Source: an optimization exercise on an open RTL-to-GDS flow (aim: small area). Production flows keep margins and buffers that such runs may drop.
Function not checked in this run: the RTL went through the layout flow alone.

$ cat flow/run.sh
#!/bin/bash
# synth_recipe.tcl (not shown) runs the flow's synth.tcl, then flattens the netlist and writes it again
# the make line also repeats each setting of config.mk as NAME=value (left out here)
make -C /OpenROAD-flow-scripts/flow DESIGN_CONFIG=/design/flow/config.mk WORK_HOME=/design/flow/orfs CLKGATE_MAP_FILE= SYNTH_SCRIPT=/design/flow/synth_recipe.tcl finish
$ cat flow/config.mk
export PLATFORM = sky130hd
export DESIGN_NAME = processing_fsm
export DESIGN_NICKNAME = processing_fsm
export VERILOG_FILES = /design/flow/design.v
export SDC_FILE = /design/flow/constraint.sdc
export NUM_CORES = 4
export LEC_CHECK = 0
export CAP_MARGIN = 20
export CORE_MARGIN = 2
export CORE_UTILIZATION = 40
export SLEW_MARGIN = 20
$ cat flow/constraint.sdc
create_clock -name core_clock -period 7.0 [get_ports {clock}]
set_input_delay 1.4000 -clock core_clock [delete_from_list [all_inputs] [get_ports {clock}]]
set_output_delay 1.4000 -clock core_clock [all_outputs]
set_load 0.01 [all_outputs]
$ cat flow/design.v
module processing_fsm(clock, reset, start_signal, size, done, 
                            buf_0_write_en, buf_1_write_en, error_buf_write_en,
                            buf_0_w_data, buf_1_w_data, error_mem_w_data,
                            buf_0_r_data, buf_1_r_data, error_mem_r_data,
                            buf_0_addr, buf_1_addr, error_mem_addr, buf_sel);
    input clock;
    input reset;
    input start_signal;
    input size;
    output reg done;
    output reg buf_0_write_en;
    output reg buf_1_write_en;
    output error_buf_write_en; 
    output reg [7:0] buf_0_w_data;
    output reg [7:0] buf_1_w_data;
    output [15:0] error_mem_w_data; 
    input  [7:0] buf_0_r_data;
    input  [7:0] buf_1_r_data;
    input  [15:0] error_mem_r_data; 
    output reg [15:0] buf_0_addr;
    output reg [15:0] buf_1_addr;
    output reg [15:0] error_mem_addr; 
    output reg buf_sel;
    assign error_buf_write_en = 1'b0;
    assign error_mem_w_data = 16'b0;
    parameter PIXEL_OFFSET = 1'b1, LINE_OFFSET = 9'd256, LINE_MAX = 8'd239, PIXELS_PER_LINE = 9'd256;
    parameter MAX_ADDRESS = 18'd61439;
    parameter
        WAIT              = 5'b00000,
        LOAD_MID_ERR      = 5'b00001,
        LOAD_BTM_ERR      = 5'b00010,
        CHECK_PACKET_ERR  = 5'b00011,
        NW_PIXEL          = 5'b00100,
        NORTH_PIXEL       = 5'b00101,
        NE_PIXEL          = 5'b00110,
        WEST_PIXEL        = 5'b00111,
        EAST_PIXEL        = 5'b01000,
        SW_PIXEL          = 5'b01001,
        SOUTH_PIXEL       = 5'b01010,
        SE_PIXEL          = 5'b01011,
        MEM_WAIT_1        = 5'b01100,
        MEM_WAIT_2        = 5'b01101,
        MEM_WAIT_3        = 5'b01110,
        SUM               = 5'b01111,
        WRITE_RESULT      = 5'b10000,
        DONE              = 5'b10001;
    reg [7:0] nw_pixel;
    reg [7:0] n_pixel;
    reg [7:0] ne_pixel;
    reg [7:0] w_pixel;
    reg [7:0] e_pixel;
    reg [7:0] sw_pixel;
    reg [7:0] s_pixel;
    reg [7:0] se_pixel;
    reg init;
    reg [15:0] pixel_address;
    reg [10:0] sum; 
    reg [15:0] err_buf_top;
    reg [15:0] err_buf_mid;
    reg [15:0] err_buf_btm;
    reg [1:0] channel_count;
    reg [5:0] pixel_count;
    reg [3:0] packet_count;
    reg [7:0] line_count;
    wire [5:0] pixel_max;
    wire [3:0] packet_max;
    reg at_top;
    reg at_bottom;
    reg at_left;
    reg at_right;
    reg error_line_offset_w;
    reg error_line_offset_e;
    reg [4:0] state;
    reg from_buf_ne;
    reg from_buf_n;
    reg from_buf_nw;
    reg from_buf_w;
    reg from_buf_e;
    reg from_buf_sw;
    reg from_buf_s;
    reg from_buf_se;
    wire [4:0] packet_w = {1'b0, packet_count} - error_line_offset_w;
    wire [4:0] packet_e = {1'b0, packet_count} + error_line_offset_e;
    wire top_err_w = packet_w[4] ? 1'b0 : err_buf_top[4'd15 - packet_w[3:0]];
    wire btm_err_w = packet_w[4] ? 1'b0 : err_buf_btm[4'd15 - packet_w[3:0]];
    wire btm_err_e = packet_e[4] ? 1'b0 : err_buf_btm[4'd15 - packet_e[3:0]];
    assign pixel_max =  (size == 2'b10) ? 63 :
                        (size == 2'b01) ? 31 :
                                          15 ;
    assign packet_max = (size == 2'b10) ? 3 :
                        (size == 2'b01) ? 7 :
                                         15 ;
    always @(posedge clock, negedge reset) begin
        if(!reset) begin
            at_top <= 0;
            at_bottom <= 0;
            at_left <= 0;
            at_right <= 0;
        end
        else begin
            case(state)
                CHECK_PACKET_ERR: begin
                    if (line_count == 0) begin
                        at_top <= 1'b1;
                        at_bottom <= 1'b0;
                    end
                    else if (line_count == 239) begin
                        at_top <= 1'b0;
                        at_bottom <= 1'b1;
                    end
                    else begin 
                        at_top <= 1'b0;
                        at_bottom <= 1'b0;
                    end
                    if (pixel_count == 0 && packet_count == 0) begin
                        at_left <= 1'b1; 
                        at_right <= 1'b0;
                    end 
                    else if (pixel_count == pixel_max && packet_count == packet_max) begin
                        at_left <= 1'b0; 
                        at_right <= 1'b1;
                    end
                    else begin
                        at_left <= 1'b0; 
                        at_right <= 1'b0;
                    end
                end
                default: begin
                    at_top <= at_top;
                    at_bottom <= at_bottom;
                    at_left <= at_left;
                    at_right <= at_right;
                end
            endcase
        end 
    end
    always @(posedge clock, negedge reset) begin
        if(!reset) begin
            error_line_offset_w <= 1'b0;
            error_line_offset_e <= 1'b0;
        end
        else begin
            case(state)
                CHECK_PACKET_ERR: begin
                    if (err_buf_mid[15-packet_count] == 1) begin
                        if (pixel_count == 0) begin
                            error_line_offset_w <= 1'b1;
                            error_line_offset_e <= 1'b0;
                        end
                        else if (pixel_count == pixel_max) begin
                            error_line_offset_e <= 1'b1;
                            error_line_offset_w <= 1'b0;
                        end
                        else begin
                            error_line_offset_w <= 1'b0;
                            error_line_offset_e <= 1'b0;
                        end
                    end
                    else begin
                        error_line_offset_w <= 1'b0;
                        error_line_offset_e <= 1'b0;
                    end
                end
                default: begin
                    error_line_offset_w <= error_line_offset_w;
                    error_line_offset_e <= error_line_offset_e;
                end
            endcase
        end
    end
    always @(posedge clock, negedge reset) begin
        if(!reset) begin
            pixel_address <= 0;
        end
        else begin
            case(state)
                WAIT: begin
                    pixel_address <= 0;
                end
                CHECK_PACKET_ERR: begin
                    pixel_address <= line_count * PIXELS_PER_LINE + 
                                     packet_count * (pixel_max + 1) + 
                                     pixel_count;
                end
                default: begin
                    pixel_address <= pixel_address;
                end
            endcase
        end 
    end
    always @(posedge clock, negedge reset) begin
        if(!reset) begin
            nw_pixel <= 0;
            n_pixel <= 0;
            ne_pixel <= 0;
            w_pixel <= 0;
            e_pixel <= 0;
            sw_pixel <= 0;
            s_pixel <= 0;
            se_pixel <= 0;
        end
        else begin
            case(state)
                WEST_PIXEL: begin
                    if (from_buf_nw) begin
                        nw_pixel <= buf_1_r_data;
                    end
                    else begin
                        nw_pixel <= buf_0_r_data;
                    end
                end
                EAST_PIXEL: begin
                    if (from_buf_n) begin
                        n_pixel <= buf_1_r_data;
                    end
                    else begin
                        n_pixel <= buf_0_r_data;
                    end
                end
                SW_PIXEL: begin
                    if (from_buf_ne) begin
                        ne_pixel <= buf_1_r_data;
                    end
                    else begin
                        ne_pixel <= buf_0_r_data;
                    end
                end
                SOUTH_PIXEL: begin
                    if (from_buf_w) begin
                        w_pixel <= buf_1_r_data;
                    end
                    else begin
                        w_pixel <= buf_0_r_data;
                    end
                end
                SE_PIXEL: begin
                    if (from_buf_e) begin
                        e_pixel <= buf_1_r_data;
                    end
                    else begin
                        e_pixel <= buf_0_r_data;
                    end
                end
                MEM_WAIT_1: begin
                    if (from_buf_sw) begin
                        sw_pixel <= buf_1_r_data;
                    end
                    else begin
                        sw_pixel <= buf_0_r_data;
                    end
                end
                MEM_WAIT_2: begin
                    if (from_buf_s) begin
                        s_pixel <= buf_1_r_data;
                    end
                    else begin
                        s_pixel <= buf_0_r_data;
                    end
                end
                MEM_WAIT_3: begin
                    if (from_buf_se) begin
                        se_pixel <= buf_1_r_data;
                    end
                    else begin
                        se_pixel <= buf_0_r_data;
                    end
                end
                default: begin
                    nw_pixel <= nw_pixel;
                    n_pixel <= n_pixel;
                    ne_pixel <= ne_pixel;
                    w_pixel <= w_pixel;
                    e_pixel <= e_pixel;
                    sw_pixel <= sw_pixel;
                    s_pixel <= s_pixel;
                    se_pixel <= se_pixel;
                end
            endcase
        end
    end
    always @(posedge clock, negedge reset) begin
        if(!reset) begin
            sum <= 0;
        end
        else begin
            case(state)
                SUM: begin
                    if (at_top && at_left) begin
                        sum <= (e_pixel + e_pixel + se_pixel + se_pixel + s_pixel + s_pixel + e_pixel + s_pixel) >> 3;
                    end
                    else if (at_top && at_right) begin
                        sum <= (w_pixel + w_pixel + sw_pixel + sw_pixel + s_pixel + s_pixel + w_pixel + s_pixel) >> 3;
                    end
                    else if (at_top) begin
                        sum <= (w_pixel + w_pixel + sw_pixel + s_pixel + s_pixel + se_pixel + e_pixel + e_pixel) >> 3;
                    end
                    else if (at_bottom && at_left) begin
                        sum <= (n_pixel + n_pixel + ne_pixel + ne_pixel + e_pixel + e_pixel + n_pixel + e_pixel) >> 3;
                    end
                    else if (at_bottom && at_right) begin
                        sum <= (w_pixel + w_pixel + nw_pixel + nw_pixel + n_pixel + n_pixel + w_pixel + n_pixel) >> 3;
                    end
                    else if (at_left) begin
                        sum <= (n_pixel + n_pixel + ne_pixel + e_pixel + e_pixel + se_pixel + s_pixel + s_pixel) >> 3;
                    end
                    else if (at_right) begin
                        sum <= (n_pixel + n_pixel + nw_pixel + w_pixel + w_pixel + sw_pixel + s_pixel + s_pixel) >> 3;
                    end
                    else if (at_bottom) begin
                        sum <= (w_pixel + nw_pixel + n_pixel + ne_pixel + e_pixel + w_pixel + n_pixel + e_pixel) >> 3; 
                    end
                    else begin
                        sum <= (nw_pixel + n_pixel + ne_pixel + w_pixel + e_pixel + sw_pixel + s_pixel + se_pixel) >> 3; 
                    end
                end
                default: begin
                    sum <= sum;
                end
            endcase
        end
    end
    always @(posedge clock, negedge reset) begin
        if(!reset) begin
            line_count <= 0;
            packet_count <= 0;
            pixel_count <= 0;
        end
        else begin
            case(state)
                WAIT: begin
                    pixel_count <= 0;
                    packet_count <= 0;
                    line_count <= 0;
                end
                CHECK_PACKET_ERR: begin
                    if(err_buf_mid[15-packet_count] == 1) begin
                        pixel_count <= pixel_count;
                        packet_count <= packet_count;
                        line_count <= line_count;
                    end
                    else begin
                        if (packet_count == packet_max) begin
                            if (line_count == LINE_MAX) begin
                                pixel_count <= 0;
                                packet_count <= 0;
                                line_count <= 0;
                            end
                            else begin
                                pixel_count <= 0;
                                packet_count <= 0;
                                line_count <= line_count + 1;
                            end
                        end
                        else begin
                            pixel_count <= 0;
                            packet_count <= packet_count + 1;
                            line_count <= line_count;
                        end
                    end
                end
                WRITE_RESULT: begin
                        if (pixel_count == pixel_max) begin
                            pixel_count <= 0;
                            if (packet_count == packet_max) begin
                                packet_count <= 0;
                                if(line_count == LINE_MAX) begin
                                    line_count <= 0;
                                end
                                else begin
                                    line_count <= line_count + 1;
                                end
                            end
                            else begin
                                packet_count <= packet_count + 1;
                                line_count <= line_count;
                            end
                        end
                        else begin
                            pixel_count <= pixel_count + 1;
                            packet_count <= packet_count;
                            line_count <= line_count;
                        end
                    end
                DONE: begin
                    line_count <= 0;
                    packet_count <= 0;
                    pixel_count <= 0;
                end
                default: begin
                    line_count <= line_count;
                    packet_count <= packet_count;
                    pixel_count <= pixel_count;
                end
            endcase
        end
    end
    always @(posedge clock, negedge reset)
    begin
        if(!reset) begin
            buf_0_w_data <= 0;
            buf_0_write_en <= 0;
            buf_1_w_data <= 0;
            buf_1_write_en <= 0;
        end
        else begin
            case(state)
                WRITE_RESULT: begin
                    if (buf_sel) begin
                        buf_1_w_data <= sum;
                        buf_1_write_en <= 1;
                    end
                    else begin
                        buf_0_w_data <= sum;
                        buf_0_write_en <= 1;
                    end
                end
                default: begin
                    buf_0_w_data <= buf_0_w_data;
                    buf_0_write_en <= 0;
                    buf_1_w_data <= buf_1_w_data;
                    buf_1_write_en <= 0;
                end
            endcase
        end
    end
    always @(posedge clock, negedge reset) begin
        if(!reset) begin
            buf_sel <= 0;
            done <= 0;
        end
        else begin
            case(state)
                DONE: begin
                    buf_sel <= ~buf_sel;
                    done <= 1;
                end
                default: begin
                    buf_sel <= buf_sel;
                    done <= 0;
                end
            endcase
        end
    end
    always @(posedge clock, negedge reset) begin
        if(!reset) begin
            buf_0_addr <= 16'b0;
            buf_1_addr <= 16'b0;
            from_buf_nw <= 1'b0;
            from_buf_n <= 1'b0;
            from_buf_ne <= 1'b0;
            from_buf_w <= 1'b0;
            from_buf_e <= 1'b0;
            from_buf_sw <= 1'b0;
            from_buf_s <= 1'b0;
            from_buf_se <= 1'b0;
        end
        else begin
            case(state)
                NW_PIXEL: begin
                    if (buf_sel == 0) begin
                        if (top_err_w) begin
                            buf_0_addr <= buf_0_addr;
                            buf_1_addr <= pixel_address - PIXEL_OFFSET - LINE_OFFSET;
                            from_buf_nw <= 1'b1;
                        end 
                        else begin
                            buf_0_addr <= pixel_address - PIXEL_OFFSET - LINE_OFFSET;
                            buf_1_addr <= buf_1_addr;
                            from_buf_nw <= 1'b0;
                        end
                    end
                    else begin
                        if (top_err_w) begin
                            buf_0_addr <= pixel_address - PIXEL_OFFSET - LINE_OFFSET;
                            buf_1_addr <= buf_1_addr;
                            from_buf_nw <= 1'b0;
                        end 
                        else begin
                            buf_1_addr <= pixel_address - PIXEL_OFFSET - LINE_OFFSET;
                            buf_0_addr <= buf_0_addr;
                            from_buf_nw <= 1'b1;
                        end
                    end
                end
                NORTH_PIXEL: begin
                    if (buf_sel == 0) begin
                        if (err_buf_top[15-packet_count]) begin
                            buf_1_addr <= pixel_address - LINE_OFFSET;
                            buf_0_addr <= buf_0_addr;
                            from_buf_n <= 1'b1;
                        end 
                        else begin
                            buf_0_addr <= pixel_address - LINE_OFFSET;
                            buf_1_addr <= buf_1_addr;
                            from_buf_n <= 1'b0;
                        end
                    end
                    else begin
                        if (err_buf_top[15-packet_count]) begin
                            buf_0_addr <= pixel_address - LINE_OFFSET;
                            buf_1_addr <= buf_1_addr;
                            from_buf_n <= 1'b0;
                        end 
                        else begin
                            buf_1_addr <= pixel_address - LINE_OFFSET;
                            buf_0_addr <= buf_0_addr;
                            from_buf_n <= 1'b1;
                        end
                    end
                end
                NE_PIXEL: begin
                    if (buf_sel == 0) begin
                        if (top_err_w) begin
                            buf_1_addr <= pixel_address + PIXEL_OFFSET - LINE_OFFSET;
                            buf_0_addr <= buf_0_addr;
                            from_buf_ne <= 1'b1;
                        end 
                        else begin
                            buf_0_addr <= pixel_address + PIXEL_OFFSET - LINE_OFFSET;
                            buf_1_addr <= buf_1_addr;
                            from_buf_ne <= 1'b0;
                        end
                    end
                    else begin
                        if (top_err_w) begin
                            buf_0_addr <= pixel_address + PIXEL_OFFSET - LINE_OFFSET;
                            buf_1_addr <= buf_1_addr;
                            from_buf_ne <= 1'b0;
                        end 
                        else begin
                            buf_1_addr <= pixel_address + PIXEL_OFFSET - LINE_OFFSET;
                            buf_0_addr <= buf_0_addr;
                            from_buf_ne <= 1'b1;
                        end
                    end
                end
                WEST_PIXEL: begin
                    if (buf_sel == 0) begin
                        buf_1_addr <= pixel_address - PIXEL_OFFSET;
                        buf_0_addr <= buf_0_addr;
                        from_buf_w <= 1'b1;
                    end
                    else begin
                        buf_0_addr <= pixel_address - PIXEL_OFFSET;
                        buf_1_addr <= buf_1_addr;
                        from_buf_w <= 1'b0;
                    end
                end
                EAST_PIXEL: begin
                    if (buf_sel == 0) begin
                        buf_1_addr <= pixel_address + PIXEL_OFFSET;
                        buf_0_addr <= buf_1_addr;
                        from_buf_e <= 1'b1;
                    end
                    else begin
                        buf_0_addr <= pixel_address + PIXEL_OFFSET;
                        buf_1_addr <= buf_1_addr;
                        from_buf_e <= 1'b0;
                    end
                end
                SW_PIXEL: begin
                    if (buf_sel == 0) begin
                        if (btm_err_w) begin
                            buf_1_addr <= pixel_address - PIXEL_OFFSET + LINE_OFFSET;
                            buf_0_addr <= buf_0_addr;
                            from_buf_sw <= 1'b1;
                        end 
                        else begin
                            buf_0_addr <= pixel_address - PIXEL_OFFSET + LINE_OFFSET;
                            buf_1_addr <= buf_1_addr;
                            from_buf_sw <= 1'b0;
                        end
                    end
                    else begin
                        if (btm_err_w) begin
                            buf_0_addr <= pixel_address - PIXEL_OFFSET + LINE_OFFSET;
                            buf_1_addr <= buf_1_addr;
                            from_buf_sw <= 1'b0;
                        end 
                        else begin
                            buf_1_addr <= pixel_address - PIXEL_OFFSET + LINE_OFFSET;
                            buf_0_addr <= buf_0_addr;
                            from_buf_sw <= 1'b1;
                        end
                    end
                end
                SOUTH_PIXEL: begin
                    if (buf_sel == 0) begin
                        if (err_buf_btm[15-packet_count]) begin
                            buf_1_addr <= pixel_address + LINE_OFFSET;
                            buf_0_addr <= buf_0_addr;
                            from_buf_s <= 1'b1;
                        end 
                        else begin
                            buf_0_addr <= pixel_address + LINE_OFFSET;
                            buf_1_addr <= buf_1_addr;
                            from_buf_s <= 1'b0;
                        end
                    end
                    else begin
                        if (err_buf_btm[15-packet_count]) begin
                            buf_0_addr <= pixel_address + LINE_OFFSET;
                            buf_1_addr <= buf_1_addr;
                            from_buf_s <= 1'b0;
                        end 
                        else begin
                            buf_1_addr <= pixel_address + LINE_OFFSET;
                            buf_0_addr <= buf_0_addr;
                            from_buf_s <= 1'b1;
                        end
                    end
                end
                SE_PIXEL: begin
                    if (buf_sel == 0) begin
                        if (btm_err_e) begin
                            buf_1_addr <= pixel_address + PIXEL_OFFSET + LINE_OFFSET;
                            buf_0_addr <= buf_0_addr;
                            from_buf_se <= 1'b1;
                        end 
                        else begin
                            buf_0_addr <= pixel_address + PIXEL_OFFSET + LINE_OFFSET;
                            buf_1_addr <= buf_1_addr;
                            from_buf_se <= 1'b0;
                        end
                    end
                    else begin
                        if (btm_err_e) begin
                            buf_0_addr <= pixel_address + PIXEL_OFFSET + LINE_OFFSET;
                            buf_1_addr <= buf_1_addr;
                            from_buf_se <= 1'b0;
                        end 
                        else begin
                            buf_1_addr <= pixel_address + PIXEL_OFFSET + LINE_OFFSET;
                            buf_0_addr <= buf_0_addr;
                            from_buf_se <= 1'b1;
                        end
                    end
                end
                default: begin
                    buf_0_addr <= buf_0_addr;
                    buf_1_addr <= buf_1_addr;
                    from_buf_nw <= from_buf_nw;
                    from_buf_n <= from_buf_n;
                    from_buf_ne <= from_buf_ne;
                    from_buf_w <= from_buf_w;
                    from_buf_e <= from_buf_e;
                    from_buf_sw <= from_buf_sw;
                    from_buf_s <= from_buf_s;
                    from_buf_se <= from_buf_se;
                end
            endcase
        end
    end
    always @(posedge clock, negedge reset)
    begin
        if(!reset) begin
            init <= 1'b1;
            err_buf_top <= 16'b0;
            err_buf_mid <= 16'b0;
            err_buf_btm <= 16'b0;
            error_mem_addr <= 16'b0;
        end
        else begin
            case(state)
                WAIT: begin
                    init <= 1'b1;
                    err_buf_top <= 16'b0;
                    err_buf_mid <= error_mem_r_data;
                    err_buf_btm <= 16'b0;
                    if (start_signal) begin
                        error_mem_addr <= 16'b1;
                    end
                    else begin
                        error_mem_addr <= 16'b0;
                    end
                end
                LOAD_MID_ERR: begin
                    init <= 1'b1;
                    err_buf_top <= err_buf_top;
                    err_buf_mid <= err_buf_mid;
                    err_buf_btm <= err_buf_btm;
                    error_mem_addr <= 16'b01;
                end
                LOAD_BTM_ERR: begin
                    init <= 1'b0;
                    if (init == 1'b1) begin
                        err_buf_top <= err_buf_top;
                        err_buf_mid <= err_buf_mid;
                        err_buf_btm <= err_buf_btm;
                        error_mem_addr <= error_mem_addr;
                    end
                    else begin
                        err_buf_top <= err_buf_mid;
                        err_buf_mid <= err_buf_btm;
                        err_buf_btm <= err_buf_btm;
                        error_mem_addr <= error_mem_addr;
                    end
                end
                CHECK_PACKET_ERR: begin
                    err_buf_top <= err_buf_top;
                    err_buf_mid <= err_buf_mid;
                    err_buf_btm <= error_mem_r_data;
                    error_mem_addr <= line_count + 1'b1;
                end
                default: begin
                    err_buf_top <= err_buf_top;
                    err_buf_mid <= err_buf_mid;
                    err_buf_btm <= err_buf_btm;
                    error_mem_addr <= error_mem_addr;
                end
            endcase
        end
    end
    always @ (posedge clock, negedge reset) begin
        if(!reset) begin
            state <= WAIT;
        end
        else begin
            case(state)
                WAIT: begin
                    if(start_signal) begin
                        state <= LOAD_MID_ERR;
                    end
                    else begin
                        state <= WAIT;
                    end
                end
                LOAD_MID_ERR: begin
                    state <= LOAD_BTM_ERR;
                end
                LOAD_BTM_ERR: begin
                    state <= CHECK_PACKET_ERR;
                end
                CHECK_PACKET_ERR: begin
                    if (err_buf_mid[15-packet_count] == 1'b1) begin
                        state <= NW_PIXEL;
                    end
                    else begin
                        if (packet_count == packet_max) begin
                            if (line_count == LINE_MAX) begin
                                state <= DONE;
                            end
                            else begin
                                state <= LOAD_BTM_ERR;
                            end
                        end
                        else begin
                            state <= CHECK_PACKET_ERR;
                        end
                    end
                end
                NW_PIXEL: begin
                    state <= NORTH_PIXEL;
                end
                NORTH_PIXEL: begin
                    state <= NE_PIXEL;
                end
                NE_PIXEL: begin
                    state <= WEST_PIXEL;
                end
                WEST_PIXEL: begin
                    state <= EAST_PIXEL;
                end 
                EAST_PIXEL: begin
                    state <= SW_PIXEL;
                end
                SW_PIXEL: begin
                    state <= SOUTH_PIXEL;
                end
                SOUTH_PIXEL: begin
                    state <= SE_PIXEL;
                end
                SE_PIXEL: begin
                    state <= MEM_WAIT_1;
                end
                MEM_WAIT_1: begin
                    state <= MEM_WAIT_2;
                end
                MEM_WAIT_2: begin
                    state <= MEM_WAIT_3;
                end
                MEM_WAIT_3: begin
                    state <= SUM;
                end
                SUM: begin
                    state <= WRITE_RESULT;
                end
                WRITE_RESULT: begin
                    if (pixel_count == pixel_max) begin
                        if (packet_count == packet_max) begin
                            if(line_count == LINE_MAX) begin
                                state <= DONE;
                            end
                            else begin
                                state <= LOAD_BTM_ERR;
                            end
                        end
                        else begin
                            state <= CHECK_PACKET_ERR;
                        end
                    end
                    else begin
                        state <= CHECK_PACKET_ERR;
                    end
                end
                DONE: begin
                    state <= WAIT;
                end 
            endcase
        end
    end
endmodule
==> results_dict.tcl <==
set metrics [dict create \
    outcome "no timing/DRC/antenna violations" \
    synth_cell_types 72 \
    cp_max_fo 7 \
    n_antenna_cell 0 \
    finalCritPeriodShare_pct 74.9 \
    hold_violations 0 \
    mostFrequentLayoutCells "274 x inv_1, 234 x dfrtp_1, 207 x fa_1" \
    via_per_inst 5.45 \
    finalSetupViolCount 0 \
    cts-root-buf "clkbuf_16" \
    crit_path_end_kind "flop" \
    drt_iter0_markers 1132 \
    post-cts-setup-buffers 0 \
    syn2layout_area_growth_pct 11.0 \
    port_buffers 96 \
    overflow 0 \
    drtPass1Iterations 5 \
    yosysWarningCount 1 \
    grt_first_pass_wirelength_microns 104000 \
    grt_antenna_before_repair 0 \
    clock_latency_ps 590 \
    routed-via-count 17600 \
    wirelength_microns 66100 \
    drc 0 \
    synth_xor_area_share_pct 4.85 \
    drv_slew 0 \
    synth_mux_area_share_pct 8.60 \
    required_ps 7500 \
    grt_max_degree 91 \
    hold_buffers 0 \
    slew_headroom_pct 26.0 \
    core-area_sq_um 56300 \
    yosys_most_used_dff "dfrtp_1" \
    path_clk_slew_ps 70 \
    synth-compound-area-share_pct 14.2 \
    worst-r2r-setup-slack_ps 1750 \
    syn_area_per_cell_sq_um 9.39 \
    clock_skew_ps 18.4 \
    fin_tns_setup_ps 0 \
    drv_cap 0 \
    ant_nets 0 \
    crit_start "e_pixel[2]" \
    synth_top_area_share_pct 25.7 \
    final_util_pct 44.9 \
    synthCells 2421 \
    cts_num_sinks 235 \
    ctsHtreeMaxLevel 1 \
    cp.arrival_ps 5750 \
    synth_edf_count 0 \
    wl_per_cell_microns 20.5 \
    die_h_microns 242 \
    final_common_cell "inv_1" \
    synthAdderAreaFrac_pct 26.5 \
    async_flop_share_pct 100 \
    synthTopCellsByArea "dfrtp_1 26%, fa_1 18%, ha_1 8.3%" \
    synth_top_area_cell "dfrtp_1" \
    fin_crit_ps 5250 \
    design_area_sq_um 25200 \
    seq_area_frac_synth_pct 25.9 \
    crit_path_start_kind "flop" \
    hp-class "reg2reg" \
    r2r_start "e_pixel[2]" \
    grt_pass1_vias 17800 \
    ctsResizeCount 0 \
    dp_hpwl_microns 52000 \
    r2r-end "sum[5]" \
    place_ws_ps 1760 \
    nNetsFinal 2835 \
    dieArea_sq_um 58800 \
    die_x_microns 242 \
    ys_ff_latch 235 \
    clockBufferDepth 3 \
    grt_usage_pct 22.5 \
    numCtsBuffers 29 \
    initial_utilization_pct 40.4 \
    dpl-instance-area_sq_um 24200 \
    path_class "reg2reg" \
    fin_ws_ps 1750 \
    nFillCells 5425 \
    cts_tree "built" \
    synth-simple-area-share_pct 12.5 \
    synth_area_sq_um 22700 \
    endpoint "sum[5]" \
    place_congestion 0.927 \
    rsz0062_at_grt "false" \
    r2r_cells 17 \
    synth_top_family_by_area "adder cells" \
    fmax_mhz 191 \
    final_layout_size_suffix_gt1_share_pct 5.97 \
    worst_pin_slew_ps 1100 \
    io_pins 121 \
    row_count 87 \
    hold_ws_ps 476 \
]
-- final cells by class --
class,instances,area (sq um),share of cell area [%]
multi-input combinational,1785,15300,60.5
sequential,235,5880,23.3
timing repair buffer,115,1110,4.39
inverter,275,1030,4.09
tap,756,946,3.75
clock buffer,43,838,3.32
clock inverter,11,169,0.669
-- cells by family after synthesis --
kind of cell | Yosys count
flops | 235
fa+ha+maj | 358
compound gates | 516
simple gates | 609
mux | 150
xor+xnor | 126
other cells | 1
buf+inv | 426
-- routing by layer --
metal	vias up	part of all wire, %	global-route usage (%)
li1	8259	-	-
met1	8708	42	29.4
met3	119	4.3	2.59
met2	474	49	38.5
met5	-	0	0
met4	0	3.9	8.24
-- worst min path at each step --
stage	start	to	slack [ps]	depth (start not counted)
after global placement	buf_0_addr[10]	buf_0_addr[10]	460	1
after floorplan	error_line_offset_e	error_line_offset_e	440	2
after detailed placement	buf_0_addr[10]	buf_0_addr[10]	460	1
final	buf_0_addr[10]	buf_0_addr[10]	480	1
after CTS	buf_0_addr[10]	buf_0_addr[10]	480	1
after global routing	buf_0_addr[10]	buf_0_addr[10]	500	1
-- critical path: stages (launching register included) --
cell and delay, ps:
dfrtp_1 600, inv_1 170, fa_1 530, inv_1 50, fa_1 460, fa_1 550
inv_1 60, fa_1 570, nor2_1 70, fa_1 410, a21o_1 220, a21oi_1 290
nor2b_1 90, o21a_1 200, o21a_1 190, o41ai_1 370, o41ai_1 120, o211ai_1 190
-- cells in the mapped netlist, types with 5 or more instances --
library cell,instances
o221ai_1,8
o22ai_1,6
mux2i_1,86
nor3_1,44
o21ai_0,190
buf_1,30
nor2_1,173
nand2_1,193
o21a_1,11
clkbuf_1,94
inv_1,274
buf_4,24
a22oi_1,8
ha_1,151
a21oi_1,116
dfrtp_1,234
xnor2_1,76
o21bai_1,10
nand3_1,52
o31ai_1,10
and2_1,10
a22o_1,39
a21o_1,27
a221o_1,8
nor4_1,11
mux4_2,33
a211oi_1,14
and3_1,15
or3_1,15
a31oi_1,8
mux2_2,30
nand4_1,12
o41ai_1,8
fa_1,207
nor2b_1,26
o211ai_1,16
or2_2,7
o31a_1,5
nand2b_1,21
nand3b_1,9
a221oi_1,6
xor2_1,50
-- registers in the layout (all words and copies together), names as in the netlist, 5 cells and up --
register / flops
n_pixel: 8
error_mem_addr: 9
err_buf_top: 16
nw_pixel: 8
e_pixel: 8
sw_pixel: 8
buf_0_addr: 16
buf_1_w_data: 8
s_pixel: 8
sum: 8
ne_pixel: 8
buf_0_w_data: 8
err_buf_btm: 16
w_pixel: 8
err_buf_mid: 16
pixel_count: 6
buf_1_addr: 16
state: 5
line_count: 8
se_pixel: 8
pixel_address: 16
-- through the flow --
stage / cells
floorplan: 2446
global placement: 3166
detailed placement: 3166
CTS: 3220
global route: 3220
finish: 3220

-- afterwards: timing with drivers on the ports --
In the flow no input, the clock included, has a driving cell. The finished layout below was timed again as built, in two steps.
Step 1 sets driving cells, clkbuf_16 on the clock port and buf_2 on the other inputs (assumed; they add their load-dependent delay and slew).
Step 2 times the ports against the registers' clock, not the clock port: input delays grow and output delays shrink by t, the midpoint of the rising clock arrivals with the driver on.
Slacks: ideal ports / drivers / drivers and shift; pairs: ideal ports / drivers.
t, ns: 0.641
setup slack, ns: 1.754 / 1.754 / 1.754
hold WS [ns]: 0.476 / 0.476 / 0.476
clock arrival spread, ns: 0.019 / 0.020
pins driven straight from the clock port: 1
After both steps setup and hold are still met in this run. For this run, drivers alone change the setup slack by 0.000 ns; drivers and shift together by 0.000 ns.
